This design comes from an exercise in tuning for small area and a short achievable clock period on the open sky130 flow, not from production work.
In this exercise RTL edits were held to simulation tests only and were not proved equivalent to the original.
Power and IR drop assume default switching activity.

## run 1
==> flow/design.v (excerpt) <==
module t5_rv32i ( 
   mpc, iwb_wre, iwb_stb, iwb_sel, iwb_adr, dwb_wre, dwb_stb, dwb_sel,
   dwb_dto, dwb_adr,
   sys_rst, sys_ena, sys_clk, sexe, iwb_dat, dwb_dti, dwb_ack
   );
   parameter XLEN = 32;   
   output [31:2]	dwb_adr;		 
   output [31:0]	dwb_dto;		 
   output [3:0]		dwb_sel;		 
   output		dwb_stb;		 
   output		dwb_wre;		 
   output [31:2]	iwb_adr;		 
   output [3:0]		iwb_sel;		 
   output		iwb_stb;		 
   output		iwb_wre;		 
   output [31:2]	mpc;			 
   input		dwb_ack;		 
   input [31:0]		dwb_dti;		 
   input [31:0]		iwb_dat;		 
   input		sexe;			 
   input		sys_clk;		 
   input		sys_ena;		 
   input		sys_rst;		 
   wire			dbra;			 
   wire [31:0]		dcp1;			 
   wire [31:0]		dcp2;			 
   wire			dcsr;			 
   wire			dexc;			 
   wire [14:12]		dfn3;			 
   wire [31:25]		dfn7;			 
   wire [1:0]		dhart;			 
   wire			djmp;			 
   wire [31:0]		dop1;			 
   wire [31:0]		dop2;			 
   wire [6:2]		dopc;			 
   wire			dsub;			 
   wire [1:0]		fhart;			 
   wire [3:0]		fsel;			 
   wire [15:0]		rsel;			 
   wire [1:0]		ph;			 
   wire [31:0]		fpc;			 
   wire [31:0]		mald;			 
   wire [31:0]		mepc;			 
   wire [1:0]		mhart;			 
   wire [31:0]		mtvec;			 
   wire			mwre;			 
   wire [4:0]		rd0a;			 
   wire [31:0]		rd0d;			 
   wire [4:0]		rs1a;			 
   wire [XLEN-1:0]	rs1d;			 
   wire [4:0]		rs2a;			 
   wire [XLEN-1:0]	rs2d;			 
   wire			sclk;			 
   wire			sena;			 
   wire			istb;			 
   wire			srst;			 
   wire [31:2]		xbpc;			 
   wire [1:0]		xbra;			 
   wire [31:0]		xdat;			 
   wire [31:2]		xepc;			 
   wire [14:12]		xfn3;			 
   wire [6:2]		xopc;			 
   wire [31:2]		xpc;			 
  ...
Size in the first run: about 15000 cells after synthesis, about 200 I/O pins, ~160000 um2 of cells after synthesis.
export LEC_CHECK = 0
export CAP_MARGIN = 20
export CELL_PAD_IN_SITES_DETAIL_PLACEMENT = 1
export CORE_MARGIN = 2
export CORE_UTILIZATION = 30
export CTS_BUF_LIST = sky130_fd_sc_hd__clkbuf_8
export CTS_CLUSTER_DIAMETER = 100
export CTS_CLUSTER_SIZE = 12
export GPL_ROUTABILITY_DRIVEN = 1
export PLACE_DENSITY = 0.38
export SLEW_MARGIN = 20
create_clock -name core_clock -period 10.0 [get_ports {sys_clk}]
standard.sh (not shown) runs the stock make flow with config.mk's settings and CLKGATE_MAP_FILE= SYNTH_SCRIPT=/design/flow/synth_recipe.tcl, a recipe that flattens the netlist after the stock synthesis.
==> flow/flow/run.sh <==
#!/bin/bash
# The standard layout (standard.sh: the standard flow's synthesis, floorplan, placement,
# CTS and routing), with two changes:
#  - the port buffers that global placement inserts are buf_4 cells, which
#    repair can resize, instead of the delay cell buffer_ports picks itself;
#  - timing repair aims for a setup slack of SETUP_MARGIN ns at the 10 ns clock.
set -euo pipefail
SETUP_MARGIN=5.5
export BUFFER_PORTS_ARGS="-buffer_cell sky130_fd_sc_hd__buf_4"
bash standard.sh SETUP_SLACK_MARGIN=$SETUP_MARGIN finish > standard.log 2>&1
For run 2, these inputs were changed with respect to run 1:
- SLEW_MARGIN: 20 -> 40
[summary]
Run 1 → run 2: maximum net fanout on the critical path decreased about 13%, post-cts sizing count went down 39.
Run 2 vs run 1: number of cells in the finished layout apart from fillers up slightly
Final period utilization: higher on run 2
From run 1 to run 2 the numbers moved as follows: pin count of the biggest net entering global routing roughly the same, met1 track demand over resource roughly the same, design area roughly the same, die footprint roughly the same.
Max freq run 1 -> run 2: degraded
Input changes introduced in run 3 (baseline for comparison: run 2):
- PLACE_DENSITY now 0.55, was 0.38
- SLEW_MARGIN now 20, was 40
[summary]
Run 3: no failed stages, no open violations at the end. Taking run 2 as the reference, in run 3 final critical-path setup slack climbed 0.18 ns, first-pass GRT wire length fell 11%. First-iteration DRC count: higher on run 3.
Relative to run 3, the following input files were edited for run 4:
- removing CTS_CLUSTER_SIZE (formerly 12)
- changing PLACE_DENSITY from 0.55 to 0.38
- removing CTS_CLUSTER_DIAMETER (formerly 100)
Findings:
Taking run 3 as the reference point, the switching share of total power of run 4 rises by 1.1 points. [compare] base=run 3 new=run 4: minimum clock period after layout lost 0.013 ns, power share of the clock group increased by 13 points relative to the old numbers. Layout clock buffer count ended up 544 higher on run 4 than on run 3. Non-clock buffer count: run 4 vs run 3 up 91. Overall power consumption went up by more than 10% going from run 3 to run 4. Against run 3 as the reference, run 4 delivers a higher cell area. Against run 3, first-iteration DRC count in run 4 fell by more than 10%.

## afterwards: timing with drivers on the ports
In the flow no input, the clock included, has a driving cell. The finished layouts below were timed again as built, in two steps.
Step 1 sets driving cells, clkbuf_16 on the clock port and buf_2 on the other inputs (assumed; they add their load-dependent delay and slew).
Step 2 times the ports against the registers' clock, not the clock port: input delays grow and output delays shrink by t, the midpoint of the rising clock arrivals with the driver on.
a / b / c = ideal ports / drivers / drivers and shift; a / b = the first two.
run	t, ns	slack for setup (ns)	hold slack, ns	worst slew at a driven data input, ns	pins driven straight from the clock port
run 1	1.388	5.131 / 5.177 / 3.789	0.279 / 0.279 / 0.279	0.24	1
run 2	1.397	4.997 / 5.096 / 3.699	0.302 / 0.302 / 0.302	0.23	1
run 3	1.348	5.176 / 5.107 / 3.759	0.228 / 0.228 / 0.228	0.24	1
run 4	1.471	5.189 / 5.095 / 3.624	0.270 / 0.270 / 0.270	0.26	1
After both steps setup and hold are still met in every run listed. For run 4, which loses most, drivers alone change the setup slack by -0.094 ns; drivers and shift together by -1.565 ns.
